This is an optimization exercise on Yosys and OpenROAD, whose aim is small area and a short achievable clock period, not a production implementation.
RTL that was checked went through simulation tests only; none was proved equivalent to the original.
No functional check of the RTL was part of run 7.
Power is estimated from default activity; no workload was simulated.

$ cat config.mk
export PLATFORM = sky130hd
export DESIGN_NAME = reg_alu
export DESIGN_NICKNAME = reg_alu
export VERILOG_FILES = /design/flow/design.v
export SDC_FILE = /design/flow/constraint.sdc
export NUM_CORES = 4
export LEC_CHECK = 0
export ABC_CLOCK_PERIOD_IN_PS = 5000
export CAP_MARGIN = 20
export CORE_MARGIN = 2
export CORE_UTILIZATION = 40
export CTS_BUF_LIST = sky130_fd_sc_hd__clkbuf_8
export SETUP_SLACK_MARGIN = 4.5
export SLEW_MARGIN = 20
export SYNTH_HIERARCHICAL = 1
export BUFFER_PORTS_ARGS = -buffer_cell sky130_fd_sc_hd__buf_1
$ cat constraint.sdc
create_clock -name core_clock -period 12.0 [get_ports {clk}]
set_input_delay 2.4000 -clock core_clock [delete_from_list [all_inputs] [get_ports {clk}]]
set_output_delay 2.4000 -clock core_clock [all_outputs]
set_load 0.01 [all_outputs]
$ cat design.v
module alu (input wire reset, sel, input wire [1:0] op, input wire [15:0] a, b, d,
	    output wire [15:0] w, output wire cout);
	wire inv, s_d, s_sum, nslg, s_or;
	wire [15:0] ng, nt, p;            
	wire [7:0] g2, t2;                
	wire [3:0] ng4, nt4;              
	wire [1:0] g8, t8;                
	wire [15:0] c;                    
	aluctl ctl (.reset(reset), .sel(sel), .op(op), .inv(inv), .s_d(s_d), .s_sum(s_sum), .nslg(nslg), .s_or(s_or));
	genvar i;
	generate
		pgen0 pg0 (.a(a[0]), .b(b[0]), .inv(inv), .ng(ng[0]), .nt(nt[0]), .p(p[0]));
		for (i = 1; i < 16; i = i + 1) begin : bs
			pgen pg (.a(a[i]), .b(b[i]), .inv(inv), .ng(ng[i]), .nt(nt[i]), .p(p[i]));
		end
		for (i = 0; i < 8; i = i + 1) begin : l1
			gtn2p n (.ngh(ng[2*i+1]), .nth(nt[2*i+1]), .ngl(ng[2*i]), .ntl(nt[2*i]), .g(g2[i]), .t(t2[i]));
		end
		for (i = 0; i < 4; i = i + 1) begin : l2
			gtp2n n (.gh(g2[2*i+1]), .th(t2[2*i+1]), .gl(g2[2*i]), .tl(t2[2*i]), .ng(ng4[i]), .nt(nt4[i]));
		end
		for (i = 0; i < 2; i = i + 1) begin : l3
			gtn2p n (.ngh(ng4[2*i+1]), .nth(nt4[2*i+1]), .ngl(ng4[2*i]), .ntl(nt4[2*i]), .g(g8[i]), .t(t8[i]));
		end
	endgenerate
	wire g8c;
	gn2p l3c (.ngh(ng4[1]), .nth(nt4[1]), .ngl(ng4[0]), .g(g8c));
	gtp g16 (.g(g8[1]), .t(t8[1]), .c(g8c), .co(cout));
	assign c[0] = inv;
	ninv c1i (.a(ng[0]), .y(c[1]));
	assign c[2] = g2[0];
	gtn c3i (.ng(ng[2]), .nt(nt[2]), .c(c[2]), .co(c[3]));
	ninv c4i (.a(ng4[0]), .y(c[4]));
	gtn c5i (.ng(ng[4]), .nt(nt[4]), .c(c[4]), .co(c[5]));
	gtp c6i (.g(g2[2]), .t(t2[2]), .c(c[4]), .co(c[6]));
	gtn c7i (.ng(ng[6]), .nt(nt[6]), .c(c[6]), .co(c[7]));
	assign c[8] = g8[0];
	gtn c9i (.ng(ng[8]), .nt(nt[8]), .c(c[8]), .co(c[9]));
	gtp c10i (.g(g2[4]), .t(t2[4]), .c(c[8]), .co(c[10]));
	gtn c11i (.ng(ng[10]), .nt(nt[10]), .c(c[10]), .co(c[11]));
	gtn c12i (.ng(ng4[2]), .nt(nt4[2]), .c(c[8]), .co(c[12]));
	gtn c13i (.ng(ng[12]), .nt(nt[12]), .c(c[12]), .co(c[13]));
	gtp c14i (.g(g2[6]), .t(t2[6]), .c(c[12]), .co(c[14]));
	gtn c15i (.ng(ng[14]), .nt(nt[14]), .c(c[14]), .co(c[15]));
	generate
		for (i = 0; i < 16; i = i + 1) begin : ws
			wsel s (.s_d(s_d), .s_sum(s_sum), .nslg(nslg), .s_or(s_or), .d(d[i]), .p(p[i]), .ng(ng[i]), .c(c[i]), .w(w[i]));
		end
	endgenerate
endmodule
module aluctl (input wire reset, sel, input wire [1:0] op, output wire inv, s_d, s_sum, nslg, s_or);
	assign inv = op[0] & ~op[1];
	assign s_d = ~sel & ~reset;
	assign s_sum = sel & ~op[1] & ~reset;
	assign nslg = ~(sel & op[1] & ~reset);
	assign s_or = sel & op[1] & op[0] & ~reset;
endmodule
module pgen (input wire a, b, inv, output wire ng, nt, p);
	wire bx;
	xor2m x (.a(b), .b(inv), .y(bx));
	gtbit gt (.a(a), .b(bx), .ng(ng), .nt(nt), .p(p));
endmodule
module xor2m (input wire a, b, output wire y);
	assign y = a ^ b;
endmodule
module gtbit (input wire a, b, output wire ng, nt, p);
	assign ng = ~(a & b);
	assign nt = ~(a | b);
	xor2m pp (.a(a), .b(b), .y(p));
endmodule
module pgen0 (input wire a, b, inv, output wire ng, nt, p);
	wire bx;
	xor2m x (.a(b), .b(inv), .y(bx));
	xor2m pp (.a(a), .b(bx), .y(p));
	ngc0 cg (.a(a), .b(b), .ci(inv), .ng(ng));
	assign nt = ~(a | bx);
endmodule
module ngc0 (input wire a, b, ci, output wire ng);
	assign ng = ~((a & (b | ci)) | (ci & ~b));
endmodule
module gtn2p (input wire ngh, nth, ngl, ntl, output wire g, t);
	assign g = ~(ngh & (nth | ngl));
	assign t = ~(nth | ntl);
endmodule
module gn2p (input wire ngh, nth, ngl, output wire g);
	assign g = ~(ngh & (nth | ngl));
endmodule
module gtp2n (input wire gh, th, gl, tl, output wire ng, nt);
	assign ng = ~(gh | (th & gl));
	assign nt = ~(th & tl);
endmodule
module gtp (input wire g, t, c, output wire co);
	assign co = g | (t & c);
endmodule
module gtn (input wire ng, nt, c, output wire co);
	assign co = ~ng | (~nt & c);
endmodule
module ninv (input wire a, output wire y);
	assign y = ~a;
endmodule
module wsel (input wire s_d, s_sum, nslg, s_or, d, p, ng, c, output wire w);
	assign w = (s_d & d) | (s_sum & (p ^ c)) | (~nslg & ~ng) | (s_or & p);
endmodule
module wrdec (input wire reset, wr, input wire [2:0] addr, output wire [7:0] ld, nld);
	genvar i;
	generate
		for (i = 0; i < 8; i = i + 1) begin : g
			assign ld[i] = (wr & (addr == i)) | reset;
			assign nld[i] = ~ld[i];
		end
	endgenerate
endmodule
module dec3 (input wire [2:0] addr, output wire [7:0] y);
	genvar i;
	generate
		for (i = 0; i < 8; i = i + 1) begin : g
			assign y[i] = (addr == i);
		end
	endgenerate
endmodule
module hold1 (input wire ld, nld, d, q, output wire y);
	assign y = (ld & d) | (nld & q);
endmodule
module rd8 (input wire [7:0] s, q, output wire o);
	wire y0, y1;
	aoi222 u0 (.a0(s[0]), .b0(q[0]), .a1(s[1]), .b1(q[1]), .a2(s[2]), .b2(q[2]), .y(y0));
	aoi222 u1 (.a0(s[3]), .b0(q[3]), .a1(s[4]), .b1(q[4]), .a2(s[5]), .b2(q[5]), .y(y1));
	assign o = ~(y0 & y1 & ~((s[6] & q[6]) | (s[7] & q[7])));
endmodule
module aoi222 (input wire a0, b0, a1, b1, a2, b2, output wire y);
	assign y = ~((a0 & b0) | (a1 & b1) | (a2 & b2));
endmodule
module reg_alu (input wire clk, reset, sel, wr, input wire [1:0] op, input wire [2:0] rd_addr_a,
		rd_addr_b, wr_addr, input wire [15:0] d_in, output wire [15:0] d_out_a, d_out_b, output wire cout);
	wire [15:0] wdata;
	wire [7:0] ld, nld, ra, rb;
	wire [127:0] y;
	reg [15:0] r0, r1, r2, r3, r4, r5, r6, r7;
	wire [127:0] q = {r7, r6, r5, r4, r3, r2, r1, r0};
	wrdec wdec (.reset(reset), .wr(wr), .addr(wr_addr), .ld(ld), .nld(nld));
	dec3 adec (.addr(rd_addr_a), .y(ra));
	dec3 bdec (.addr(rd_addr_b), .y(rb));
	genvar i, j;
	generate
		for (i = 0; i < 8; i = i + 1) begin : row
			for (j = 0; j < 16; j = j + 1) begin : col
				hold1 h (.ld(ld[i]), .nld(nld[i]), .d(wdata[j]), .q(q[16*i+j]), .y(y[16*i+j]));
			end
		end
		for (j = 0; j < 16; j = j + 1) begin : rd
			rd8 ma (.s(ra), .q({q[112+j], q[96+j], q[80+j], q[64+j], q[48+j], q[32+j], q[16+j], q[j]}), .o(d_out_a[j]));
			rd8 mb (.s(rb), .q({q[112+j], q[96+j], q[80+j], q[64+j], q[48+j], q[32+j], q[16+j], q[j]}), .o(d_out_b[j]));
		end
	endgenerate
	always @(posedge clk) begin
		r0 <= y[15:0];
		r1 <= y[31:16];
		r2 <= y[47:32];
		r3 <= y[63:48];
		r4 <= y[79:64];
		r5 <= y[95:80];
		r6 <= y[111:96];
		r7 <= y[127:112];
	end
	alu calc (.reset(reset), .sel(sel), .op(op), .a(d_out_a), .b(d_out_b), .d(d_in), .w(wdata), .cout(cout));
endmodule
$ cat flow/run.sh
#!/bin/bash
set -e
echo 'export BUFFER_PORTS_ARGS = -buffer_cell sky130_fd_sc_hd__buf_1' >> config.mk
bash standard.sh > standard.log 2>&1
$ cat standard.sh
#!/bin/bash
# synth_recipe.tcl (not shown) runs the flow's synth.tcl, then flattens the netlist and writes it again
# the make line also repeats each setting of config.mk as NAME=value (left out here)
make -C /OpenROAD-flow-scripts/flow DESIGN_CONFIG=/design/flow/config.mk WORK_HOME=/design/flow/orfs CLKGATE_MAP_FILE= SYNTH_SCRIPT=/design/flow/synth_recipe.tcl "${@:-finish}"
==> qor.csv, run 1 <==
stage;metric;value;unit
pwr;ir_worst_vdd;92.00;uV
placed_design;placed_cells;854;
routing;wl_per_cell;26.96;um
cts;cts_root_buf;clkbuf_8;
floorplanning;die_w;128.7;um
routing;vias_per_cell;7.256;
routing;met1_length;9.477;mm
worst_setup_path;critical_path_required;9600;ps
global_route;gr-total-overflow;0;
worst_setup_path;cp-end-kind;primary output;
sta;tns;0;ps
cts;clk_latency;440;ps
worst_setup_path;crit_arrival;4980;ps
floorplanning;io_pins;64;
final_layout;multi_input_area;0.003649;mm^2
sta;setup_viol;0;
placed_design;port_buffers;63;
yosys;synth_area_per_cell;10.58;um^2
final_layout;final_nets;716;
routing;dr.max_layer_used;met4;
yosys;synthCells;588;
global_route;grt_pass1_vias;6151;
floorplanning;die-area;0.01656;mm^2
routing;drt-initial-drc-count;1216;
cts;cts.sinks;128;
worst_setup_path;cpMaxStageDelayCell;a222oi_1;
placed_design;hpwl;14.30;mm
pwr;clkPwrFrac;0.288;
final_layout;seq_area;0.002562;mm^2
final_layout;syn2layout_area_growth;17.00;%
floorplanning;core-area;0.01520;mm^2
global_route;track_usage;0.2868;
routing;wl_met3;2.740;mm
status;status;finished clean;
routing;num_vias;6422;
final_layout;fin_cells;885;
routing;first_pass_iters;9;
sta;clock.fmax;0.1355;GHz
final_layout;layout-drive-gt1-share;0.1406;
worst_setup_path;crit_path_cell_trace;clkbuf_2 -> nor3b_2 -> buf_4 -> a222oi_1 -> nand3_1 -> xor2_1 -> nor2_1 -> o21ai_2 -> a21oi_2 -> o21ai_1 -> a21o_1 -> buf_1;
sta;slew_violations;0;
yosys;syn_nets;619;
sta;hold_viol_final;0;
placed_design;gp_congestion;0.8310;
sta;finalCritPeriodShare;0.6148;
cts;cts.path.max_buffers;2;
yosys;ys_warn_count;7;
yosys;synth.cell_area;0.006220;mm^2
job;maxCapViolations;0;
final_layout;layout_common_cells;128 x a22o_1, 128 x dfxtp_1, 64 x a222oi_1, 57 x buf_1, 48 x xor2_1;
pwr;power.density;179.4;mW/mm^2
pwr;p_int;0.0008597;W
global_route;grt_pass1_wl;35.82;mm
worst_setup_path;path_class;in -> out;
global_route;grt_max_degree;20;
worst_hold_path;hold_class;reg -> reg;
worst_setup_path;cp-start-kind;input port;
sta;slew_headroom;0.1993;
routing;routed_wl;23.86;mm
global_route;grt_antenna_before_repair;0;
worst_setup_path;critPathMaxStageDelay;360;ps
sta;clock_skew;9.850;ps
sta;rsz0062_at_grt;no;
sta;worstMarginPinSlew;1197;ps
floorplanning;initial_core_util;0.4091;
pwr;p_leak;2.913;nW
routing;wl_met2;11.00;mm
final_layout;diodes;0;
sta;fin_crit;7378;ps
routing;drtAntennaViolNets;0;
pwr;power.share.combinational;0.281;
pwr;pwr-share-seq;0.431;
cts;cts_buffers;17;
routing;drc;0;
final_layout;fillers;1435;
worst_setup_path;path_buf_inv;3;
worst_setup_path;critPathTopFamily;compound AO/OA/AOI/OAI gates;
pwr;swShare;0.3416;
pwr;p_switching;0.0004461;W
cts;path_clk_slew;70;ps
cts;h-tree-depth;4;
floorplanning;die_y;128.7;um
cts;post-cts-setup-buffer-count;0;
floorplanning;num_rows;45;
cts;tritoncts;built;
worst_setup_path;crit_fanout;16;
## final cells by class
class | count | area share
multi-input cells | 445 | 0.5014
flip-flops and latches | 128 | 0.3521
repair buffers | 82 | 0.05313
clock buffers | 23 | 0.04350
well taps | 188 | 0.03232
clock inverters | 8 | 0.01186
inverters | 11 | 0.005674
## repair_timing
| item | CTS | global route |
|---|---|---|
| setup endpoints to repair | 0 | 1 |
| resized for setup | 0 | 10 |
| hold buffers | 0 | 0 |
## metal layers
metal  vias to the layer above  global-route usage
li1                       2737                   -
met1                      3140              0.3714
met2                       482              0.4541
met3                        63             0.07110
met4                         0              0.1272
met5                         -                   0
## path summary, 6_finish.rpt
path / slack (ps) / endpoint / from / depth (start not counted)
worst min-delay path: 500 / r4[8]$_DFF_P_ / r4[8]$_DFF_P_ / 1
worst max-delay path: 4620 / cout / rd_addr_b[1] / 12
worst max register to register: 8350 / r3[15]$_DFF_P_ / r0[1]$_DFF_P_ / 15
worst min register to register: 500 / r4[8]$_DFF_P_ / r4[8]$_DFF_P_ / 1
## flip-flops by register name (all words and copies together) (netlist names)
register,flops
r0,16
r1,16
r2,16
r3,16
r4,16
r5,16
r6,16
r7,16
## metrics by stage
stage | power [W] | setup slack [ps] | hold WS, ps | util | area (um^2)
after global placement | 0.0009090 | 4650 | 472.6 | 0.4509 | 6854
after CTS | 0.001298 | 4529 | 500.9 | 0.4774 | 7257
after detailed placement | 0.0009248 | 4546 | 478.6 | 0.4509 | 6854
final | 0.001306 | 4622 | 499.2 | 0.4787 | 7277
after global routing | 0.001366 | 4505 | 514.2 | 0.4787 | 7277
after floorplan | 0.0008144 | 4905 | 459.9 | - | 6220
## power by group through the flow
stage | Sequential, W | Clock (W) | Combinational (W)
after floorplan | 0.000551 | 0 | 0.000263
after global placement | 0.000562 | 0 | 0.000347
after detailed placement | 0.000567 | 0 | 0.000358
after CTS | 0.000559 | 0.000379 | 0.000359
after global routing | 0.000570 | 0.000401 | 0.000395
final | 0.000563 | 0.000376 | 0.000367
==> inputs of run 2 (changes only) <==
--- a/config.mk
+++ b/config.mk
@@ -10,7 +10,7 @@
 export CORE_MARGIN = 2
 export CORE_UTILIZATION = 40
 export CTS_BUF_LIST = sky130_fd_sc_hd__clkbuf_8
-export SETUP_SLACK_MARGIN = 4.5
+export SETUP_SLACK_MARGIN = 4.8
 export SLEW_MARGIN = 20
 export SYNTH_HIERARCHICAL = 1
 export BUFFER_PORTS_ARGS = -buffer_cell sky130_fd_sc_hd__buf_1
==> run 2 against run 1 <==
  * Routed wire length is 0.13% higher
  * Die area stayed put
  * Utilization is 1.1 points higher
  * Count of clock-buffer cells in the layout stayed put
  * First-iteration DRC count is 1.3% lower
  * Design area is 2.2% higher
  * Sequential power hardly changed
  * Via count is 0.83% lower
  * Critical path type unchanged
  * Total power is 1.2% higher
==> qor.csv, run 2 <==
stage;metric;value;unit;change
worst_setup_path;path_buf_inv;3;;unchanged
worst_setup_path;startpoint;rd_addr_b[1];;unchanged
pwr;p_leak;2.946;nW;was 2.913 nW
yosys;synthCells;588;;unchanged
placed_design;placed_cells;854;;unchanged
routing;wl_met2;11.22;mm;was 11.00 mm
worst_setup_path;critPathMaxStageDelay;460;ps;was 360 ps
pwr;total_power;0.001322;W;was 0.001306 W
final_layout;syn2layout_area_growth;19.61;%;was 17.00%
routing;wl_per_cell;26.81;um;was 26.96 um
global_route;gr-total-overflow;0;;unchanged
cts;path_clk_slew;70;ps;about the same
worst_setup_path;path_class;in -> out;;unchanged
sta;fin_crit;7167;ps;was 7378 ps
sta;rsz0062_at_grt;no;;unchanged
pwr;p_switching;0.0004528;W;was 0.0004461 W
worst_hold_path;hold_class;reg -> reg;;unchanged
worst_setup_path;critPathCapture;cout;;unchanged
sta;worstMarginPinSlew;1236;ps;was 1197 ps
yosys;syn_nets;619;;unchanged
floorplanning;die-area;0.01656;mm^2;unchanged
routing;drc;0;;unchanged
worst_setup_path;cp-start-kind;input port;;unchanged
worst_setup_path;critical_path_required;9600;ps;about the same
cts;tritoncts;built;;unchanged
floorplanning;initial_core_util;0.4091;;unchanged
cts;cts_buffers;17;;unchanged
final_layout;layout_common_cells;128 x a22o_1, 128 x dfxtp_1, 64 x a222oi_1, 57 x buf_1, 37 x xor2_1;;was 128 x a22o_1, 128 x dfxtp_1, 64 x a222oi_1, 57 x buf_1, 48 x xor2_1
sta;clock.fmax;0.1395;GHz;was 0.1355 GHz
floorplanning;io_pins;64;;unchanged
pwr;ir_worst_vdd;92.23;uV;was 92.00 uV
final_layout;fin_cells;891;;was 885
worst_setup_path;cp-end-kind;primary output;;unchanged
global_route;track_usage;0.2871;;was 0.2868
global_route;grt_pass1_vias;6160;;was 6151
final_layout;final_nets;722;;was 716
worst_setup_path;r2r_end;r3[15]$_DFF_P_;;unchanged
cts;clk_latency;430;ps;was 440 ps
sta;tns;0;ps;unchanged
placed_design;port_buffers;63;;unchanged
routing;drtAntennaViolNets;0;;unchanged
pwr;power.density;177.7;mW/mm^2;was 179.4 mW/mm^2
worst_hold_path;hp-start;r4[8]$_DFF_P_;;unchanged
routing;num_vias;6369;;was 6422
status;status;finished clean;;unchanged
global_route;grt_max_degree;20;;unchanged
routing;met1_length;9.433;mm;was 9.477 mm
worst_setup_path;rr_startpoint;r0[0]$_DFF_P_;;was r0[1]$_DFF_P_
routing;routed_wl;23.89;mm;was 23.86 mm
routing;wl_met3;2.667;mm;was 2.740 mm
sta;slew_headroom;0.1735;;was 0.1993
worst_setup_path;critPathTopFamily;compound AO/OA/AOI/OAI gates;;unchanged
yosys;synth_area_per_cell;10.58;um^2;unchanged
worst_setup_path;path_common_cell;o21ai_2;;
worst_setup_path;crit_arrival;4770;ps;was 4980 ps
routing;vias_per_cell;7.148;;was 7.256
pwr;p_int;0.0008689;W;was 0.0008597 W
placed_design;hpwl;14.30;mm;unchanged
floorplanning;core-area;0.01520;mm^2;unchanged
cts;h-tree-depth;4;;unchanged
final_layout;fillers;1418;;was 1435
worst_setup_path;crit_path_cell_trace;buf_2 -> nor3b_2 -> buf_4 -> a222oi_1 -> nand3_1 -> xor2_1 -> nor2_1 -> o21ai_2 -> a21oi_2 -> o21ai_2 -> a21o_1 -> buf_1;;was clkbuf_2 -> nor3b_2 -> buf_4 -> a222oi_1 -> nand3_1 -> xor2_1 -> nor2_1 -> o21ai_2 -> a21oi_2 -> o21ai_1 -> a21o_1 -> buf_1
worst_setup_path;r2r_cells;14;;was 15
pwr;swShare;0.3426;;was 0.3416
global_route;grt_antenna_before_repair;0;;unchanged
pwr;pwr-share-seq;0.426;;was 0.431
pwr;clkPwrFrac;0.284;;was 0.288
worst_setup_path;worst-path-stages;12;;unchanged
cts;cts.sinks;128;;unchanged
routing;drt-initial-drc-count;1200;;was 1216
sta;finalCritPeriodShare;0.5973;;was 0.6148
worst_setup_path;reg2reg_slack;8420;ps;was 8350 ps
job;maxCapViolations;0;;unchanged
final_layout;layout-drive-gt1-share;0.1664;;was 0.1406
worst_setup_path;crit_fanout;16;;unchanged
worst_setup_path;cpMaxStageDelayCell;a222oi_1;;unchanged
cts;hold_buffers;0;;unchanged
floorplanning;die_y;128.7;um;unchanged
sta;hold_viol_final;0;;unchanged
pwr;power.share.combinational;0.290;;was 0.281
sta;setup_viol;0;;unchanged
cts;cts_root_buf;clkbuf_8;;unchanged
placed_design;gp_congestion;0.8310;;unchanged
routing;first_pass_iters;8;;was 9
cts;cts.path.max_buffers;2;;unchanged
yosys;synth.cell_area;0.006220;mm^2;unchanged
final_layout;diodes;0;;unchanged
floorplanning;num_rows;45;;unchanged
floorplanning;die_w;128.7;um;unchanged
sta;slew_violations;0;;unchanged
yosys;ys_warn_count;7;;unchanged
routing;dr.max_layer_used;met4;;unchanged
global_route;grt_pass1_wl;35.86;mm;was 35.82 mm
sta;clock_skew;9.268;ps;was 9.850 ps
run 2: repair_timing:
| action | CTS | global route |
|---|---|---|
| resized for setup | 13 | 15 |
| pin swaps | 0 | 12 |
| endpoints found under the setup margin | 1 | 1 |
| setup buffers | 0 | 6 |
run 2: power groups by stage:
stage	clock network [W]	logic [W]	registers [W]
after floorplan	0	0.000263	0.000551
after global placement	0	0.000347	0.000562
after detailed placement	0	0.000358	0.000567
after CTS	0.000379	0.000362	0.000559
after global routing	0.000401	0.000412	0.000570
final	0.000376	0.000383	0.000563
run 2: worst min path at each step:
| stage | end | slack (ps) | cells past startpoint |
|---|---|---|---|
| floorplan | r0[0]$_DFF_P_ | 460 | 1 |
| global placement | r0[5]$_DFF_P_ | 470 | 1 |
| detailed placement | r3[7]$_DFF_P_ | 480 | 1 |
| CTS | r3[7]$_DFF_P_ | 500 | 1 |
| global route | r7[3]$_DFF_P_ | 510 | 1 |
| finish | r4[8]$_DFF_P_ | 500 | 1 |
run 2: worst reg2reg max path, cell delays in order, from the launching register on:
cell and delay [ps]:
dfxtp_1 330, a222oi_1 370, nand3_1 260, mux2i_4 280
o21ai_4 240, a21oi_4 120, o21ai_2 330, inv_1 90
o21ai_2 280, a21o_1 210, inv_1 60, o21ai_2 120
xor2_1 80, a221o_1 450, a22o_1 250
run 2: final cells by class:
type	count	area (um^2)	area share
sequential	128	2562	0.3444
timing repair buffer	88	431.7	0.05802
inverter	11	41.29	0.005550
multi-input combinational	445	3766	0.5062
tap	188	235.2	0.03162
clock inverter	8	86.33	0.01160
clock buffer	23	316.6	0.04255
run 2: per-layer routing:
metal  vias to the layer above  track usage
met5                         -            0
met4                         0       0.1253
met3                        51      0.07318
met2                       439       0.4541
met1                      3138       0.3716
li1                       2741            -
run 2: metrics by stage:
stage | area [um^2] | setup WS, ps | hold slack, ps | util
after floorplan | 6220 | 4905 | 459.9 | -
after global placement | 6854 | 4650 | 472.6 | 0.4509
after detailed placement | 6854 | 4546 | 478.6 | 0.4509
after CTS | 7286 | 4808 | 500.9 | 0.4793
after global routing | 7440 | 4776 | 514.2 | 0.4894
final | 7440 | 4833 | 500.9 | 0.4894
==> inputs of run 3 (changes only) <==
--- a/config.mk
+++ b/config.mk
@@ -10,7 +10,7 @@
 export CORE_MARGIN = 2
 export CORE_UTILIZATION = 40
 export CTS_BUF_LIST = sky130_fd_sc_hd__clkbuf_8
-export SETUP_SLACK_MARGIN = 4.8
+export SETUP_SLACK_MARGIN = 5
 export SLEW_MARGIN = 20
 export SYNTH_HIERARCHICAL = 1
 export BUFFER_PORTS_ARGS = -buffer_cell sky130_fd_sc_hd__buf_1
==> run 3 against run 2 <==
  * Setup slack improved by 220 ps
  * Non-clock buffer count grew 9
  * Via count rose by 1.6%
  * Utilization grew 1.6 points
  * Count of clock-buffer cells in the layout shrank 4
  * Synthesized area did not move
  * Critical endpoint unchanged
==> qor.csv, run 3 <==
stage;metric;value;unit;change
sta;slew_violations;0;;unchanged
sta;rsz0062_at_grt;yes;;was no
global_route;grt_pass1_wl;35.59;mm;was 35.86 mm
pwr;p_leak;3.040;nW;was 2.946 nW
sta;tns;0;ps;unchanged
final_layout;final_nets;731;;was 722
worst_setup_path;startpoint;rd_addr_b[0];;was rd_addr_b[1]
sta;finalCritPeriodShare;0.5786;;was 0.5973
worst_setup_path;crit_path_cell_trace;buf_4 -> nor3_4 -> clkbuf_4 -> a222oi_1 -> nand3_1 -> mux2i_2 -> o21ai_2 -> a21oi_2 -> o21ai_2 -> a21o_1 -> buf_2;;was buf_2 -> nor3b_2 -> buf_4 -> a222oi_1 -> nand3_1 -> xor2_1 -> nor2_1 -> o21ai_2 -> a21oi_2 -> o21ai_2 -> a21o_1 -> buf_1
routing;wl_per_cell;27.59;um;was 26.81 um
final_layout;layout-drive-gt1-share;0.2121;;was 0.1664
final_layout;fillers;1353;;was 1418
placed_design;place_ws;4689;ps;was 4546 ps
floorplanning;initial_core_util;0.4091;;unchanged
worst_setup_path;path_class;in -> out;;unchanged
sta;hold_viol_final;0;;unchanged
floorplanning;die-area;0.01656;mm^2;unchanged
cts;clk_latency;440;ps;was 430 ps
sta;clock_skew;8.848;ps;was 9.268 ps
sta;whs;507.2;ps;was 500.9 ps
placed_design;port_buffers;63;;unchanged
cts;cts.sinks;128;;unchanged
floorplanning;die_y;128.7;um;unchanged
global_route;grt_antenna_before_repair;0;;unchanged
worst_setup_path;rr_startpoint;r0[0]$_DFF_P_;;unchanged
routing;drc;0;;unchanged
floorplanning;die_w;128.7;um;unchanged
worst_setup_path;cp-start-kind;input port;;unchanged
final_layout;seq_area;0.002562;mm^2;unchanged
global_route;track_usage;0.2885;;was 0.2871
worst_setup_path;cp-end-kind;primary output;;unchanged
worst_setup_path;crit_arrival;4540;ps;was 4770 ps
final_layout;syn2layout_area_growth;23.48;%;was 19.61%
global_route;grt_pass1_vias;6224;;was 6160
pwr;ir_worst_vdd;88.75;uV;was 92.23 uV
sta;clock.fmax;0.1440;GHz;was 0.1395 GHz
sta;setup_viol;0;;unchanged
floorplanning;io_pins;64;;unchanged
worst_hold_path;hp-start;r7[4]$_DFF_P_;;was r4[8]$_DFF_P_
placed_design;hpwl;14.33;mm;was 14.30 mm
routing;drtAntennaViolNets;0;;unchanged
yosys;synth_area_per_cell;10.58;um^2;unchanged
yosys;synthCells;588;;unchanged
worst_setup_path;crit_fanout;8;;was 16
floorplanning;num_rows;45;;unchanged
routing;first_pass_iters;10;;was 8
worst_setup_path;cpMaxStageDelayCell;a222oi_1;;unchanged
worst_setup_path;path_common_cell;o21ai_2;;unchanged
cts;path_clk_slew;70;ps;about the same
floorplanning;core-area;0.01520;mm^2;unchanged
placed_design;gp_congestion;0.8908;;was 0.8310
cts;cts_root_buf;clkbuf_8;;unchanged
worst_setup_path;critical_path_required;9600;ps;about the same
routing;vias_per_cell;7.191;;was 7.148
worst_hold_path;hold_class;reg -> reg;;unchanged
sta;worstMarginPinSlew;1060;ps;was 1236 ps
status;status;finished clean;;unchanged
final_layout;layout_common_cells;128 x a22o_1, 128 x dfxtp_1, 64 x a222oi_1, 56 x buf_1, 33 x xor2_1;;was 128 x a22o_1, 128 x dfxtp_1, 64 x a222oi_1, 57 x buf_1, 37 x xor2_1
routing;num_vias;6472;;was 6369
routing;drt-initial-drc-count;1240;;was 1200
worst_setup_path;critPathMaxStageDelay;400;ps;was 460 ps
yosys;synth.cell_area;0.006220;mm^2;unchanged
cts;hold_buffers;0;;unchanged
sta;fin_crit;6943;ps;was 7167 ps
sta;fin_ws;5057;ps;was 4833 ps
global_route;gr-total-overflow;0;;unchanged
yosys;syn_nets;619;;unchanged
cts;cts.path.max_buffers;2;;unchanged
job;maxCapViolations;0;;unchanged
global_route;grt_max_degree;20;;unchanged
final_layout;fin_util;0.5052;;was 0.4894
yosys;ys_warn_count;7;;unchanged
final_layout;multi_input_area;0.003835;mm^2;was 0.003766 mm^2
cts;tritoncts;built;;unchanged
cts;h-tree-depth;4;;unchanged
final_layout;diodes;0;;unchanged
worst_setup_path;path_buf_inv;3;;unchanged
pwr;power.density;184.3;mW/mm^2;was 177.7 mW/mm^2
sta;slew_headroom;0.2934;;was 0.1735
cts;cts_buffers;17;;unchanged
routing;routed_wl;24.83;mm;was 23.89 mm
worst_setup_path;critPathTopFamily;compound AO/OA/AOI/OAI gates;;unchanged
-- run 3: layout make-up --
cell class,instances,share of cell area
tap,188,0.03063
inverter,11,0.005376
multi-input combinational,445,0.4993
sequential,128,0.3337
clock inverter,12,0.02786
clock buffer,19,0.03405
timing repair buffer,97,0.06908
-- run 3: final timing paths --
path                    end  slack [ps]  depth (start not counted)
min reg2reg   r7[4]$_DFF_P_         510                          1
max                    cout        5060                         11
min           r7[4]$_DFF_P_         510                          1
max reg2reg  r7[15]$_DFF_P_        8430                         15
-- run 3: per-layer routing --
| metal | global-route usage | wire length [um] |
|---|---|---|
| met1 | 0.3883 | 10210 |
| met2 | 0.4146 | 10590 |
| met3 | 0.08732 | 2910 |
| met4 | 0.1522 | 1124 |
| met5 | 0.008824 | 0 |
-- run 3: per-stage QoR --
stage	power, W	instances	instance area, um^2
3_5_place_dp	0.0009262	854	6860
2_1_floorplan	0.0008147	588	6245
5_1_grt	0.001471	900	7680
3_3_place_gp	0.0009088	854	6860
6_report	0.001415	900	7680
4_1_cts	0.001380	888	7472
-- run 3: repair_timing --
action | CTS | global route
setup buffers | 3 | 10
setup endpoints to repair | 1 | 1
cloned | 0 | 2
resized for setup | 24 | 41
pin swaps | 14 | 28
-- run 3: report_power, final --
part / internal, W / total (W) / switching [W]
Clock: 0.000276 / 0.000448 / 0.000171
Combinational: 0.000165 / 0.000404 / 0.000240
Sequential: 0.000501 / 0.000563 / 0.0000621
Total: 0.000942 / 0.00142 / 0.000473
==> inputs of run 4 (changes only) <==
==> flow/run.sh (replaced) <==
#!/bin/bash
# The standard layout with two changes:
#  - the port buffers placed at global placement use the smallest buffer
#    cell instead of the delay cell buffer_ports picks by default (every
#    input and output port still gets its own buffer; later repair steps
#    resize them as timing needs);
#  - clock tree synthesis uses a strong root buffer and small leaf buffers.
set -e
echo 'export BUFFER_PORTS_ARGS = -buffer_cell sky130_fd_sc_hd__buf_1' >> config.mk
echo 'export CTS_ARGS = -sink_clustering_enable -repair_clock_nets -root_buf sky130_fd_sc_hd__clkbuf_16 -buf_list sky130_fd_sc_hd__clkbuf_4 -sink_clustering_buffer sky130_fd_sc_hd__clkbuf_4' >> config.mk
bash standard.sh > standard.log 2>&1
--- a/config.mk
+++ b/config.mk
@@ -9,8 +9,8 @@
 export CAP_MARGIN = 20
 export CORE_MARGIN = 2
 export CORE_UTILIZATION = 40
-export CTS_BUF_LIST = sky130_fd_sc_hd__clkbuf_8
-export SETUP_SLACK_MARGIN = 5
+export SETUP_SLACK_MARGIN = 4.5
 export SLEW_MARGIN = 20
 export SYNTH_HIERARCHICAL = 1
 export BUFFER_PORTS_ARGS = -buffer_cell sky130_fd_sc_hd__buf_1
+export CTS_ARGS = -sink_clustering_enable -repair_clock_nets -root_buf sky130_fd_sc_hd__clkbuf_16 -buf_list sky130_fd_sc_hd__clkbuf_4 -sink_clustering_buffer sky130_fd_sc_hd__clkbuf_4
==> run 4 against run 3 <==
  * Still clean on timing, DRC and antenna
  * Sequential power hardly changed
  * Register-to-register slack worse by 70 ps
  * Worst hold slack hardly changed
  * Non-clock buffer count is 15 lower
  * Total power is 14% lower
  * Sequential share of layout area is 2.5 points higher
  * Largest power group unchanged
==> qor.csv, run 4 <==
stage;metric;value;unit;change
worst_setup_path;cp-end-kind;primary output;;unchanged
sta;slew_violations;0;;unchanged
pwr;clkPwrFrac;0.239;;was 0.316
sta;finalCritPeriodShare;0.6142;;was 0.5786
routing;wl_per_cell;26.96;um;was 27.59 um
global_route;grt_antenna_before_repair;0;;unchanged
global_route;gr-total-overflow;0;;unchanged
sta;clock_skew;12.09;ps;was 8.848 ps
sta;hold_viol_final;0;;unchanged
final_layout;final_nets;716;;was 731
cts;clk_latency;360;ps;was 440 ps
worst_setup_path;rr_startpoint;r0[0]$_DFF_P_;;unchanged
floorplanning;die_y;128.7;um;unchanged
floorplanning;die-area;0.01656;mm^2;unchanged
cts;tritoncts;built;;unchanged
routing;drtAntennaViolNets;0;;unchanged
sta;clock.fmax;0.1357;GHz;was 0.1440 GHz
global_route;grt_pass1_vias;6208;;was 6224
yosys;ys_warn_count;7;;unchanged
yosys;synth.cell_area;0.006220;mm^2;unchanged
pwr;p_leak;2.838;nW;was 3.040 nW
sta;tns;0;ps;unchanged
worst_setup_path;crit_fanout;16;;was 8
sta;fin_ws;4630;ps;was 5057 ps
routing;first_pass_iters;8;;was 10
floorplanning;die_w;128.7;um;unchanged
cts;cts_buffers;17;;unchanged
final_layout;layout_common_cells;128 x a22o_1, 128 x dfxtp_1, 64 x a222oi_1, 57 x buf_1, 48 x xor2_1;;was 128 x a22o_1, 128 x dfxtp_1, 64 x a222oi_1, 56 x buf_1, 33 x xor2_1
final_layout;fin_area;0.007142;mm^2;was 0.007680 mm^2
status;status;finished clean;;unchanged
sta;fin_crit;7370;ps;was 6943 ps
placed_design;gp_congestion;0.8310;;was 0.8908
routing;routed_wl;23.86;mm;was 24.83 mm
pwr;ir_worst_vdd;74.31;uV;was 88.75 uV
sta;whs;507.5;ps;was 507.2 ps
worst_setup_path;startpoint;rd_addr_b[1];;was rd_addr_b[0]
pwr;power.share.combinational;0.301;;was 0.286
floorplanning;io_pins;64;;unchanged
routing;num_vias;6363;;was 6472
sta;rsz0062_at_grt;no;;was yes
cts;path_clk_slew;100;ps;was 70 ps
pwr;p_switching;0.0004380;W;was 0.0004730 W
worst_setup_path;path_class;in -> out;;unchanged
job;maxCapViolations;0;;unchanged
global_route;grt_max_degree;20;;unchanged
cts;cts_root_buf;clkbuf_16;;was clkbuf_8
worst_hold_path;hold_class;reg -> reg;;unchanged
pwr;pwr-share-seq;0.460;;was 0.398
cts;cts.sinks;128;;unchanged
pwr;swShare;0.3588;;was 0.3342
worst_setup_path;critical_path_required;9600;ps;about the same
worst_hold_path;worstHoldPathCells;1;;unchanged
placed_design;place_ws;4546;ps;was 4689 ps
floorplanning;core-area;0.01520;mm^2;unchanged
worst_setup_path;cp-start-kind;input port;;unchanged
routing;vias_per_cell;7.190;;was 7.191
final_layout;diodes;0;;unchanged
worst_setup_path;crit_arrival;4970;ps;was 4540 ps
worst_setup_path;r2r_cells;14;;was 15
yosys;syn_nets;619;;unchanged
final_layout;syn2layout_area_growth;14.83;%;was 23.48%
yosys;synth_area_per_cell;10.58;um^2;unchanged
sta;worstMarginPinSlew;1216;ps;was 1060 ps
placed_design;port_buffers;63;;unchanged
pwr;power.density;170.9;mW/mm^2;was 184.3 mW/mm^2
placed_design;placed_cell_area;0.006854;mm^2;was 0.006860 mm^2
routing;drc;0;;unchanged
cts;cts.path.max_buffers;2;;unchanged
routing;drt-initial-drc-count;1126;;was 1240
final_layout;layout-drive-gt1-share;0.1363;;was 0.2121
worst_hold_path;hp-start;r4[8]$_DFF_P_;;was r7[4]$_DFF_P_
cts;post-cts-setup-buffer-count;0;;was 3
yosys;synthCells;588;;unchanged
floorplanning;initial_core_util;0.4091;;unchanged
cts;h-tree-depth;4;;unchanged
placed_design;hpwl;14.30;mm;was 14.33 mm
pwr;p_int;0.0007826;W;was 0.0009422 W
sta;slew_headroom;0.1868;;was 0.2934
floorplanning;num_rows;45;;unchanged
sta;setup_viol;0;;unchanged
global_route;track_usage;0.2858;;was 0.2885
global_route;grt_pass1_wl;35.69;mm;was 35.59 mm
run 4: final timing paths:
kind	end	slack, ps
setup / recovery	cout	4630
hold / removal	r4[8]$_DFF_P_	510
setup reg to reg	r3[15]$_DFF_P_	8360
hold reg to reg	r4[8]$_DFF_P_	510
run 4: layout make-up:
type                    instances  area (um^2)
clock inverters                11        97.59
clock buffers                  20        167.7
flip-flops and latches        128         2562
fillers                      1460         8060
inverters                      11        41.29
repair buffers                 82        386.6
well taps                     188        235.2
multi-input cells             445         3651
run 4: worst max-delay path: stages:
cell and delay, ps:
clkbuf_2 160, nor3b_2 190, buf_4 220, a222oi_1 400
nand3_1 240, mux2i_2 240, o21ai_2 310, a21oi_2 160
o21ai_1 340, a21o_1 170, buf_1 150
run 4: power by group through the flow:
| stage | logic (W) | clock network [W] | registers [W] |
|---|---|---|---|
| detailed placement | 0.000358 | 0 | 0.000567 |
| floorplan | 0.000263 | 0 | 0.000551 |
| finish | 0.000368 | 0.000291 | 0.000562 |
| CTS | 0.000360 | 0.000292 | 0.000558 |
| global route | 0.000395 | 0.000315 | 0.000570 |
| global placement | 0.000347 | 0 | 0.000562 |
run 4: repair_timing:
item	CTS	global route
endpoints found under the setup margin	0	1
resized for setup	0	11
hold buffers	0	0
run 4: per-stage QoR:
stage / utilization / std cells / total power, W
2_1_floorplan: - / 588 / 0.0008144
3_3_place_gp: 0.4509 / 854 / 0.0009090
3_5_place_dp: 0.4509 / 854 / 0.0009248
4_1_cts: 0.4683 / 885 / 0.001210
5_1_grt: 0.4698 / 885 / 0.001280
6_report: 0.4698 / 885 / 0.001221
run 4: routing by layer:
metal / track usage / vias to the layer above / routed length (um)
li1: - / 2744 / -
met5: 0 / - / 0
met4: 0.1145 / 0 / 518
met2: 0.4532 / 423 / 11150
met1: 0.3654 / 3146 / 9729
met3: 0.08565 / 50 / 2457
==> inputs of run 5 (changes only) <==
--- a/config.mk
+++ b/config.mk
@@ -9,7 +9,7 @@
 export CAP_MARGIN = 20
 export CORE_MARGIN = 2
 export CORE_UTILIZATION = 40
-export SETUP_SLACK_MARGIN = 4.5
+export SETUP_SLACK_MARGIN = 5
 export SLEW_MARGIN = 20
 export SYNTH_HIERARCHICAL = 1
 export BUFFER_PORTS_ARGS = -buffer_cell sky130_fd_sc_hd__buf_1
==> run 5 against run 4 <==
  * Largest power group unchanged
  * Critical endpoint unchanged
  * Sequential share of layout area decreased by 2.1 points
  * Cell count is 1.7% higher
  * Still clean on timing, DRC and antenna
  * Non-clock buffer count is 15 higher
  * Routed wire length grew 5.0%
==> qor.csv, run 5 <==
stage;metric;value;unit;change
status;status;finished clean;;unchanged
sta;slew_headroom;0.2947;;was 0.1868
routing;drt-initial-drc-count;1135;;was 1126
placed_design;hpwl;14.33;mm;was 14.30 mm
cts;hold_buffers;0;;unchanged
cts;cts_buffers;17;;unchanged
sta;whs;514.4;ps;was 507.5 ps
pwr;power.share.combinational;0.300;;was 0.301
final_layout;syn2layout_area_growth;21.97;%;was 14.83%
worst_setup_path;r2r_cells;16;;was 14
floorplanning;die-area;0.01656;mm^2;unchanged
worst_setup_path;crit_arrival;4560;ps;was 4970 ps
cts;path_clk_slew;110;ps;was 100 ps
pwr;total_power;0.001348;W;was 0.001221 W
final_layout;layout_common_cells;128 x a22o_1, 128 x dfxtp_1, 64 x a222oi_1, 56 x buf_1, 33 x xor2_1;;was 128 x a22o_1, 128 x dfxtp_1, 64 x a222oi_1, 57 x buf_1, 48 x xor2_1
cts;cts.path.max_buffers;2;;unchanged
pwr;clkPwrFrac;0.282;;was 0.239
pwr;p_switching;0.0004645;W;was 0.0004380 W
global_route;grt_pass1_wl;35.65;mm;was 35.69 mm
sta;hold_viol_final;0;;unchanged
worst_setup_path;path_common_cell;o21ai_2;;
routing;first_pass_iters;7;;was 8
worst_setup_path;critical_path_required;9600;ps;about the same
final_layout;multi_input_area;0.003836;mm^2;was 0.003651 mm^2
sta;worstMarginPinSlew;1058;ps;was 1216 ps
cts;cts.sinks;128;;unchanged
cts;tritoncts;built;;unchanged
cts;cts_root_buf;clkbuf_16;;unchanged
worst_setup_path;path_buf_inv;3;;unchanged
pwr;power.density;177.7;mW/mm^2;was 170.9 mW/mm^2
pwr;pwr-share-seq;0.418;;was 0.460
routing;routed_wl;25.05;mm;was 23.86 mm
floorplanning;core-area;0.01520;mm^2;unchanged
cts;clk_latency;370;ps;was 360 ps
pwr;ir_worst_vdd;78.34;uV;was 74.31 uV
global_route;gr-total-overflow;0;;unchanged
global_route;track_usage;0.2893;;was 0.2858
floorplanning;num_rows;45;;unchanged
floorplanning;die_y;128.7;um;unchanged
sta;clock.fmax;0.1436;GHz;was 0.1357 GHz
job;maxCapViolations;0;;unchanged
final_layout;layout-drive-gt1-share;0.2093;;was 0.1363
pwr;p_int;0.0008836;W;was 0.0007826 W
worst_hold_path;hold_end;r0[1]$_DFF_P_;;was r4[8]$_DFF_P_
routing;wl_per_cell;27.83;um;was 26.96 um
final_layout;fillers;1360;;was 1460
yosys;syn_nets;619;;unchanged
sta;setup_viol;0;;unchanged
yosys;synth.cell_area;0.006220;mm^2;unchanged
routing;drtAntennaViolNets;0;;unchanged
floorplanning;die_w;128.7;um;unchanged
floorplanning;io_pins;64;;unchanged
final_layout;final_nets;731;;was 716
worst_setup_path;cpMaxStageDelayCell;a222oi_1;;unchanged
sta;fin_crit;6961;ps;was 7370 ps
routing;num_vias;6562;;was 6363
placed_design;gp_congestion;0.8908;;was 0.8310
placed_design;port_buffers;63;;unchanged
final_layout;diodes;0;;unchanged
yosys;synth_area_per_cell;10.58;um^2;unchanged
global_route;grt_antenna_before_repair;0;;unchanged
worst_setup_path;crit_fanout;8;;was 16
worst_setup_path;crit_path_cell_trace;buf_12 -> nor3b_4 -> buf_6 -> a222oi_1 -> nand3_1 -> xor2_2 -> nor2_2 -> o21ai_2 -> a21oi_2 -> o21ai_2 -> a21o_1 -> buf_2;;was clkbuf_2 -> nor3b_2 -> buf_4 -> a222oi_1 -> nand3_1 -> mux2i_2 -> o21ai_2 -> a21oi_2 -> o21ai_1 -> a21o_1 -> buf_1
routing;vias_per_cell;7.291;;was 7.190
worst_setup_path;r2r_end;r7[15]$_DFF_P_;;was r3[15]$_DFF_P_
sta;tns;0;ps;unchanged
routing;drc;0;;unchanged
worst_setup_path;critPathTopFamily;compound AO/OA/AOI/OAI gates;;unchanged
yosys;synthCells;588;;unchanged
yosys;ys_warn_count;7;;unchanged
sta;clock_skew;11.34;ps;was 12.09 ps
worst_hold_path;hp-start;r0[1]$_DFF_P_;;was r4[8]$_DFF_P_
final_layout;fin_util;0.4990;;was 0.4698
worst_setup_path;rr_startpoint;r3[1]$_DFF_P_;;was r0[0]$_DFF_P_
sta;rsz0062_at_grt;yes;;was no
final_layout;seq_area;0.002562;mm^2;unchanged
worst_setup_path;path_class;in -> out;;unchanged
worst_setup_path;cp-end-kind;primary output;;unchanged
worst_hold_path;hold_class;reg -> reg;;unchanged
pwr;swShare;0.3446;;was 0.3588
pwr;p_leak;2.994;nW;was 2.838 nW
cts;h-tree-depth;4;;unchanged
worst_setup_path;cp-start-kind;input port;;unchanged
floorplanning;initial_core_util;0.4091;;unchanged
worst_setup_path;reg2reg_slack;8410;ps;was 8360 ps
sta;slew_violations;0;;unchanged
global_route;grt_pass1_vias;6258;;was 6208
sta;finalCritPeriodShare;0.5801;;was 0.6142
global_route;grt_max_degree;20;;unchanged
worst_hold_path;worstHoldPathCells;1;;unchanged
worst_setup_path;critPathMaxStageDelay;370;ps;was 400 ps
## run 5: routing by layer
layer | up-vias | part of all wire | GRT usage
li1 | 2755 | - | -
met3 | 80 | 0.12 | 0.09854
met2 | 514 | 0.43 | 0.4149
met5 | - | 0 | 0.008824
met4 | 0 | 0.042 | 0.1458
met1 | 3213 | 0.41 | 0.3859
## run 5: cell type report
class                   count  area share
inverters                  11    0.005443
clock inverters            13     0.02870
well taps                 188     0.03101
multi-input cells         445      0.5057
repair buffers             97     0.07125
flip-flops and latches    128      0.3378
clock buffers              18     0.02012
## run 5: how the worst max path moves through the flow
stage,end,from,cells past startpoint,slack (ps)
after floorplan,cout,rd_addr_a[2],8,5020
after global placement,cout,rd_addr_b[2],11,4780
after detailed placement,cout,rd_addr_b[2],11,4690
after CTS,cout,rd_addr_b[1],12,5010
after global routing,cout,rd_addr_b[1],12,4950
final,cout,rd_addr_b[1],12,5040
## run 5: power groups by stage
| stage | Sequential (W) | Combinational (W) | Clock [W] |
|---|---|---|---|
| 2_1_floorplan | 0.000551 | 0.000263 | 0 |
| 3_3_place_gp | 0.000563 | 0.000346 | 0 |
| 3_5_place_dp | 0.000568 | 0.000359 | 0 |
| 4_1_cts | 0.000559 | 0.000372 | 0.000383 |
| 5_1_grt | 0.000571 | 0.000432 | 0.000400 |
| 6_report | 0.000563 | 0.000405 | 0.000380 |
## run 5: through the flow
stage	area [um^2]	cells	setup slack [ps]
global route	7586	900	4947
global placement	6860	854	4782
finish	7586	900	5039
detailed placement	6860	854	4689
CTS	7375	889	5006
floorplan	6245	588	5024
## run 5: timing repair
action	4_1_cts	5_1_grt
buffers inserted	4	8
setup endpoints to repair	1	1
gates resized for setup	24	44
cloned	0	3
pin swaps	16	27
==> inputs of run 6 (changes only) <==
--- a/config.mk
+++ b/config.mk
@@ -9,7 +9,7 @@
 export CAP_MARGIN = 20
 export CORE_MARGIN = 2
 export CORE_UTILIZATION = 40
-export SETUP_SLACK_MARGIN = 5
+export SETUP_SLACK_MARGIN = 4.8
 export SLEW_MARGIN = 20
 export SYNTH_HIERARCHICAL = 1
 export BUFFER_PORTS_ARGS = -buffer_cell sky130_fd_sc_hd__buf_1
==> run 6 against run 5 <==
  * Largest power group unchanged
  * Design area fell by 3.7%
  * Register-to-register slack barely moved
  * Utilization fell by 1.9 points
  * Count of clock-buffer cells in the layout rose by 2
  * Clock skew rose by 5.7 ps
  * Setup slack got worse by 180 ps
  * Still clean on timing, DRC and antenna
  * Critical endpoint unchanged
  * Synthesized cell count did not move
==> qor.csv, run 6 <==
stage;metric;value;unit;change
status;status;finished clean;;unchanged
pwr;p_leak;2.874;nW;was 2.994 nW
worst_setup_path;startpoint;rd_addr_b[1];;unchanged
final_layout;fillers;1445;;was 1360
global_route;gr-total-overflow;0;;unchanged
cts;path_clk_slew;100;ps;was 110 ps
yosys;synth_area_per_cell;10.58;um^2;unchanged
final_layout;layout-drive-gt1-share;0.1622;;was 0.2093
pwr;swShare;0.3591;;was 0.3446
routing;first_pass_iters;8;;was 7
cts;clk_latency;360;ps;was 370 ps
sta;finalCritPeriodShare;0.5949;;was 0.5801
floorplanning;initial_core_util;0.4091;;unchanged
final_layout;syn2layout_area_growth;17.40;%;was 21.97%
placed_design;placed_cell_area;0.006854;mm^2;was 0.006860 mm^2
floorplanning;die_w;128.7;um;unchanged
floorplanning;die-area;0.01656;mm^2;unchanged
sta;hold_viol_final;0;;unchanged
routing;routed_wl;23.84;mm;was 25.05 mm
pwr;power.density;169.2;mW/mm^2;was 177.7 mW/mm^2
global_route;grt_antenna_before_repair;0;;unchanged
pwr;p_int;0.0007917;W;was 0.0008836 W
global_route;grt_max_degree;20;;unchanged
yosys;synth.cell_area;0.006220;mm^2;unchanged
final_layout;diodes;0;;unchanged
global_route;grt_pass1_wl;35.74;mm;was 35.65 mm
yosys;ys_warn_count;7;;unchanged
worst_setup_path;critical_path_required;9600;ps;about the same
yosys;syn_nets;619;;unchanged
cts;hold_buffers;0;;unchanged
routing;drt-initial-drc-count;1265;;was 1135
final_layout;fin_area;0.007302;mm^2;was 0.007586 mm^2
worst_setup_path;cp-start-kind;input port;;unchanged
routing;wl_per_cell;26.76;um;was 27.83 um
global_route;grt_pass1_vias;6219;;was 6258
sta;slew_violations;0;;unchanged
sta;rsz0062_at_grt;no;;was yes
yosys;synthCells;588;;unchanged
routing;vias_per_cell;7.195;;was 7.291
worst_setup_path;critPathCapture;cout;;unchanged
final_layout;seq_area;0.002562;mm^2;unchanged
worst_setup_path;rr_startpoint;r0[0]$_DFF_P_;;was r3[1]$_DFF_P_
sta;fin_crit;7139;ps;was 6961 ps
global_route;track_usage;0.2861;;was 0.2893
sta;setup_viol;0;;unchanged
pwr;power.share.combinational;0.310;;was 0.300
final_layout;layout_common_cells;128 x a22o_1, 128 x dfxtp_1, 64 x a222oi_1, 57 x buf_1, 37 x xor2_1;;was 128 x a22o_1, 128 x dfxtp_1, 64 x a222oi_1, 56 x buf_1, 33 x xor2_1
routing;num_vias;6411;;was 6562
floorplanning;num_rows;45;;unchanged
sta;clock_skew;16.99;ps;was 11.34 ps
worst_setup_path;cp-end-kind;primary output;;unchanged
cts;h-tree-depth;4;;unchanged
pwr;pwr-share-seq;0.455;;was 0.418
floorplanning;core-area;0.01520;mm^2;unchanged
cts;tritoncts;built;;unchanged
cts;cts.sinks;128;;unchanged
floorplanning;die_y;128.7;um;unchanged
sta;worstMarginPinSlew;1240;ps;was 1058 ps
worst_setup_path;r2r_end;r3[15]$_DFF_P_;;was r7[15]$_DFF_P_
pwr;ir_worst_vdd;73.29;uV;was 78.34 uV
worst_setup_path;r2r_cells;14;;was 16
sta;clock.fmax;0.1401;GHz;was 0.1436 GHz
sta;fin_ws;4861;ps;was 5039 ps
sta;tns;0;ps;unchanged
routing;drtAntennaViolNets;0;;unchanged
worst_setup_path;crit_arrival;4740;ps;was 4560 ps
routing;drc;0;;unchanged
worst_hold_path;hold_class;reg -> reg;;unchanged
cts;cts.path.max_buffers;2;;unchanged
placed_design;gp_congestion;0.8310;;was 0.8908
cts;cts_buffers;17;;unchanged
worst_setup_path;reg2reg_slack;8420;ps;was 8410 ps
pwr;clkPwrFrac;0.235;;was 0.282
final_layout;multi_input_area;0.003766;mm^2;was 0.003836 mm^2
job;maxCapViolations;0;;unchanged
cts;cts_root_buf;clkbuf_16;;unchanged
pwr;p_switching;0.0004435;W;was 0.0004645 W
placed_design;place_ws;4546;ps;was 4689 ps
final_layout;final_nets;722;;was 731
placed_design;hpwl;14.30;mm;was 14.33 mm
sta;slew_headroom;0.1708;;was 0.2947
floorplanning;io_pins;64;;unchanged
placed_design;port_buffers;63;;unchanged
worst_setup_path;crit_fanout;16;;was 8
worst_setup_path;path_class;in -> out;;unchanged
-- run 6: cell types whose count changed in the layout (fill, tap and decap cells not counted), sizes merged --
cell / before / now
clkinvlp: 2 / 0
clkinv: 5 / 9
clkbuf: 19 / 20
buf: 96 / 88
bufinv: 6 / 2
-- run 6: layer usage --
metal / wire length (um) / part of all wire / vias to the layer above / track usage
met5: 0 / 0 / - / 0
li1: - / - / 2741 / -
met4: 655 / 0.027 / 0 / 0.1145
met1: 9639 / 0.40 / 3149 / 0.3660
met2: 11010 / 0.46 / 451 / 0.4516
met3: 2530 / 0.11 / 70 / 0.08815
-- run 6: worst min-delay path by stage --
| stage | slack, ps | depth (start not counted) | endpoint | from |
|---|---|---|---|---|
| floorplan | 460 | 1 | r0[0]$_DFF_P_ | r0[0]$_DFF_P_ |
| global placement | 470 | 1 | r0[5]$_DFF_P_ | r0[5]$_DFF_P_ |
| detailed placement | 480 | 1 | r3[7]$_DFF_P_ | r3[7]$_DFF_P_ |
| CTS | 510 | 1 | r0[1]$_DFF_P_ | r0[1]$_DFF_P_ |
| global route | 520 | 1 | r7[3]$_DFF_P_ | r7[3]$_DFF_P_ |
| finish | 510 | 1 | r1[2]$_DFF_P_ | r1[2]$_DFF_P_ |
-- run 6: final cells by class --
cell class	instances	share of cell area
flip-flops and latches	128	0.3509
inverters	11	0.005655
well taps	188	0.03221
clock buffers	20	0.02296
multi-input cells	445	0.5158
repair buffers	88	0.05912
clock inverters	11	0.01337
-- run 6: what timing repair did --
action,CTS,global route
gates resized for setup,13,15
setup buffers,0,6
pin swaps,0,13
cloned,0,0
endpoints found under the setup margin,1,1
-- run 6: critical path, cell delays in order --
cell	delay [ps]
buf_2	150
nor3b_2	170
buf_4	210
a222oi_1	450
nand3_1	220
xor2_1	210
nor2_1	230
o21ai_2	90
a21oi_2	230
o21ai_2	90
a21o_1	160
buf_1	120
-- run 6: through the flow --
step / util / power (W) / cells / hold slack [ps]
2_1_floorplan: - / 0.0008144 / 588 / 459.9
3_3_place_gp: 0.4509 / 0.0009090 / 854 / 472.6
3_5_place_dp: 0.4509 / 0.0009248 / 854 / 478.6
4_1_cts: 0.4702 / 0.001212 / 885 / 508.7
5_1_grt: 0.4803 / 0.001297 / 891 / 523.2
6_report: 0.4803 / 0.001235 / 891 / 510.5
-- run 6: power by group through the flow --
stage	Combinational [W]	Sequential (W)	Clock, W
finish	0.000383	0.000562	0.000290
floorplan	0.000263	0.000551	0
CTS	0.000362	0.000558	0.000292
detailed placement	0.000358	0.000567	0
global route	0.000412	0.000570	0.000315
global placement	0.000347	0.000562	0
==> inputs of run 7 (changes only) <==
--- a/design.v
+++ b/design.v
@@ -122,13 +122,7 @@
 	assign y = (ld & d) | (nld & q);
 endmodule
 module rd8 (input wire [7:0] s, q, output wire o);
-	wire y0, y1;
-	aoi222 u0 (.a0(s[0]), .b0(q[0]), .a1(s[1]), .b1(q[1]), .a2(s[2]), .b2(q[2]), .y(y0));
-	aoi222 u1 (.a0(s[3]), .b0(q[3]), .a1(s[4]), .b1(q[4]), .a2(s[5]), .b2(q[5]), .y(y1));
-	assign o = ~(y0 & y1 & ~((s[6] & q[6]) | (s[7] & q[7])));
-endmodule
-module aoi222 (input wire a0, b0, a1, b1, a2, b2, output wire y);
-	assign y = ~((a0 & b0) | (a1 & b1) | (a2 & b2));
+	assign o = |(s & q);
 endmodule
 module reg_alu (input wire clk, reset, sel, wr, input wire [1:0] op, input wire [2:0] rd_addr_a,
 		rd_addr_b, wr_addr, input wire [15:0] d_in, output wire [15:0] d_out_a, d_out_b, output wire cout);
==> run 7 against run 6 <==
  * Global-route usage grew 0.090 points
  * Critical path depth is 2 lower
  * Utilization fell by 0.67 points
  * Synthesized cell count grew 5.4%
  * Cell count increased by 6.4%
  * Sequential power barely moved
  * Sequential share of layout area down 0.66 points
  * Setup slack improved by 6.5 ps
  * Critical endpoint unchanged
  * Largest cell class unchanged
==> qor.csv, run 7 <==
stage;metric;value;unit;change
cts;cts.path.max_buffers;2;;unchanged
pwr;pwr-share-seq;0.427;;was 0.455
final_layout;fin_area;0.007442;mm^2;was 0.007302 mm^2
routing;wl_per_cell;25.60;um;was 26.76 um
pwr;p_switching;0.0004535;W;was 0.0004435 W
floorplanning;die_w;129.9;um;was 128.7 um
yosys;synth_area_per_cell;10.23;um^2;was 10.58 um^2
final_layout;layout-drive-gt1-share;0.1380;;was 0.1622
sta;whs;510.1;ps;was 510.5 ps
sta;clock.fmax;0.1402;GHz;was 0.1401 GHz
sta;slew_headroom;0.3211;;was 0.1708
final_layout;syn2layout_area_growth;17.39;%;was 17.40%
yosys;synthCells;620;;was 588
yosys;syn_nets;651;;was 619
status;status;finished clean;;unchanged
floorplanning;io_pins;64;;unchanged
global_route;track_usage;0.2870;;was 0.2861
floorplanning;die-area;0.01687;mm^2;was 0.01656 mm^2
job;maxCapViolations;0;;unchanged
worst_setup_path;crit_arrival;4730;ps;was 4740 ps
global_route;grt_antenna_before_repair;0;;unchanged
worst_setup_path;cpMaxStageDelayCell;and3_2;;was a222oi_1
placed_design;placed_cells;914;;was 854
sta;finalCritPeriodShare;0.5944;;was 0.5949
worst_setup_path;critPathMaxStageDelay;600;ps;was 450 ps
worst_setup_path;cp-start-kind;input port;;unchanged
placed_design;gp_congestion;0.8791;;was 0.8310
sta;clock_skew;15.10;ps;was 16.99 ps
sta;setup_viol;0;;unchanged
final_layout;fillers;1473;;was 1445
worst_setup_path;path_buf_inv;2;;was 3
worst_setup_path;path_common_cell;buf_1;;was o21ai_2
final_layout;final_nets;750;;was 722
routing;routed_wl;24.27;mm;was 23.84 mm
placed_design;port_buffers;63;;unchanged
routing;vias_per_cell;6.786;;was 7.195
routing;drtAntennaViolNets;0;;unchanged
sta;fin_crit;7132;ps;was 7139 ps
floorplanning;core-area;0.01571;mm^2;was 0.01520 mm^2
cts;h-tree-depth;4;;unchanged
sta;worstMarginPinSlew;1018;ps;was 1240 ps
pwr;power.share.combinational;0.279;;was 0.310
cts;path_clk_slew;110;ps;was 100 ps
placed_design;hpwl;14.32;mm;was 14.30 mm
final_layout;fin_cells;948;;was 891
sta;tns;0;ps;unchanged
pwr;power.density;176.9;mW/mm^2;was 169.2 mW/mm^2
worst_setup_path;path_class;in -> out;;unchanged
pwr;ir_worst_vdd;89.34;uV;was 73.29 uV
worst_setup_path;critPathTopFamily;compound AO/OA/AOI/OAI gates;;unchanged
cts;hold_buffers;0;;unchanged
worst_setup_path;crit_path_cell_trace;buf_1 -> and3_2 -> a22oi_1 -> nand4_1 -> mux2i_2 -> o21ai_2 -> a21oi_2 -> o21ai_1 -> a21o_1 -> buf_1;;was buf_2 -> nor3b_2 -> buf_4 -> a222oi_1 -> nand3_1 -> xor2_1 -> nor2_1 -> o21ai_2 -> a21oi_2 -> o21ai_2 -> a21o_1 -> buf_1
sta;slew_violations;0;;unchanged
final_layout;diodes;0;;unchanged
global_route;grt_pass1_vias;6307;;was 6219
cts;cts.sinks;128;;unchanged
cts;cts_buffers;17;;unchanged
routing;drt-initial-drc-count;735;;was 1265
floorplanning;die_y;129.9;um;was 128.7 um
placed_design;placed_cell_area;0.007009;mm^2;was 0.006854 mm^2
floorplanning;initial_core_util;0.4035;;was 0.4091
worst_setup_path;critical_path_required;9600;ps;about the same
global_route;grt_max_degree;20;;unchanged
cts;clk_latency;380;ps;was 360 ps
cts;tritoncts;built;;unchanged
routing;drc;0;;unchanged
final_layout;fin_util;0.4736;;was 0.4803
floorplanning;num_rows;46;;was 45
yosys;ys_warn_count;7;;unchanged
global_route;grt_pass1_wl;35.81;mm;was 35.74 mm
pwr;clkPwrFrac;0.294;;was 0.235
cts;cts_root_buf;clkbuf_16;;unchanged
routing;first_pass_iters;6;;was 8
worst_setup_path;crit_fanout;16;;unchanged
worst_setup_path;cp-end-kind;primary output;;unchanged
pwr;p_int;0.0008633;W;was 0.0007917 W
worst_hold_path;hold_class;reg -> reg;;unchanged
pwr;p_leak;2.845;nW;was 2.874 nW
pwr;swShare;0.3444;;was 0.3591
sta;hold_viol_final;0;;unchanged
sta;rsz0062_at_grt;no;;unchanged
yosys;synth.cell_area;0.006340;mm^2;was 0.006220 mm^2
global_route;gr-total-overflow;0;;unchanged
final_layout;layout_common_cells;128 x a22oi_1, 128 x a22o_1, 128 x dfxtp_1, 60 x buf_1, 47 x xor2_1;;was 128 x a22o_1, 128 x dfxtp_1, 64 x a222oi_1, 57 x buf_1, 37 x xor2_1
routing;num_vias;6433;;was 6411
## run 7: final cells by class
| cell class | count | area [um^2] | share of cell area |
|---|---|---|---|
| multi-input cells | 477 | 3784 | 0.5084 |
| flip-flops and latches | 128 | 2562 | 0.3443 |
| repair buffers | 84 | 397.9 | 0.05346 |
| well taps | 216 | 270.3 | 0.03631 |
| clock inverters | 15 | 241.5 | 0.03245 |
| clock buffers | 17 | 145.1 | 0.01950 |
| inverters | 11 | 41.29 | 0.005548 |
## run 7: timing repair
item | CTS | global route
pin swaps | 0 | 0
buffers inserted | 0 | 2
setup endpoints to repair | 1 | 1
gates resized for setup | 4 | 7
## run 7: metrics by stage
step	total power [W]	setup slack, ps
after floorplan	0.0008141	4920
after global placement	0.0009112	4848
after detailed placement	0.0009242	4795
after CTS	0.001309	4830
after global routing	0.001379	4804
final	0.001317	4868
## run 7: power by group through the flow
stage | combinational (W) | sequential [W] | clock (W)
global route | 0.000397 | 0.000571 | 0.000412
floorplan | 0.000262 | 0.000552 | 0
CTS | 0.000359 | 0.000558 | 0.000392
global placement | 0.000347 | 0.000564 | 0
finish | 0.000367 | 0.000563 | 0.000387
detailed placement | 0.000357 | 0.000567 | 0
## run 7: worst paths after layout
kind                      start              to  slack, ps  cells past startpoint
setup / recovery   rd_addr_a[2]            cout       4870                     10
hold / removal    r5[7]$_DFF_P_   r5[7]$_DFF_P_        510                      1
setup reg to reg  r2[2]$_DFF_P_  r5[15]$_DFF_P_       8640                     15
hold reg to reg   r5[7]$_DFF_P_   r5[7]$_DFF_P_        510                      1
## run 7: routing by layer
| metal | GRT usage | vias up | routed length [um] |
|---|---|---|---|
| met3 | 0.06478 | 124 | 2198 |
| met2 | 0.4690 | 416 | 11530 |
| met1 | 0.3506 | 3083 | 9301 |
| met5 | 0 | - | 0 |
| met4 | 0.1594 | 0 | 1241 |
| li1 | - | 2810 | - |

==> what the ideal ports hide <==
The flow's constraints put no driver on any port. The routed layouts listed below were extracted and timed again, unchanged, in two steps. Step 1: set_driving_cell puts a clkbuf_16 on clk and a buf_2 on each other input, an assumption about the parent block. Step 2, shift: input delay + t, output delay - t, t = (earliest + latest rising clock arrival at the registers) / 2. This alone moves slack from input paths to output paths. Slacks: ideal / step 1 / step 2; pairs: ideal / step 1.
run | t, ns | slack for setup (ns) | worst setup path at the end | latest minus earliest clock arrival (ns) | worst register clock-pin slew, ns
run 1 | 0.469 | 4.622 / 4.596 / 4.596 | input to output | 0.010 / 0.010 | 0.07 / 0.07
run 2 | 0.469 | 4.833 / 4.811 / 4.811 | input to output | 0.009 / 0.009 | 0.07 / 0.07
run 3 | 0.474 | 5.057 / 5.029 / 5.029 | input to output | 0.009 / 0.009 | 0.08 / 0.08
run 4 | 0.402 | 4.630 / 4.604 / 4.604 | input to output | 0.012 / 0.012 | 0.11 / 0.11
run 5 | 0.404 | 5.039 / 4.988 / 4.988 | input to output | 0.011 / 0.012 | 0.11 / 0.11
run 6 | 0.398 | 4.861 / 4.839 / 4.839 | input to output | 0.017 / 0.017 | 0.11 / 0.11
run 7 | 0.410 | 4.868 / 4.845 / 4.845 | input to output | 0.015 / 0.015 | 0.12 / 0.12
After both steps every run listed still meets setup and hold. For run 5, which loses most, drivers alone change the setup slack by -0.051 ns; drivers and shift together by -0.051 ns.
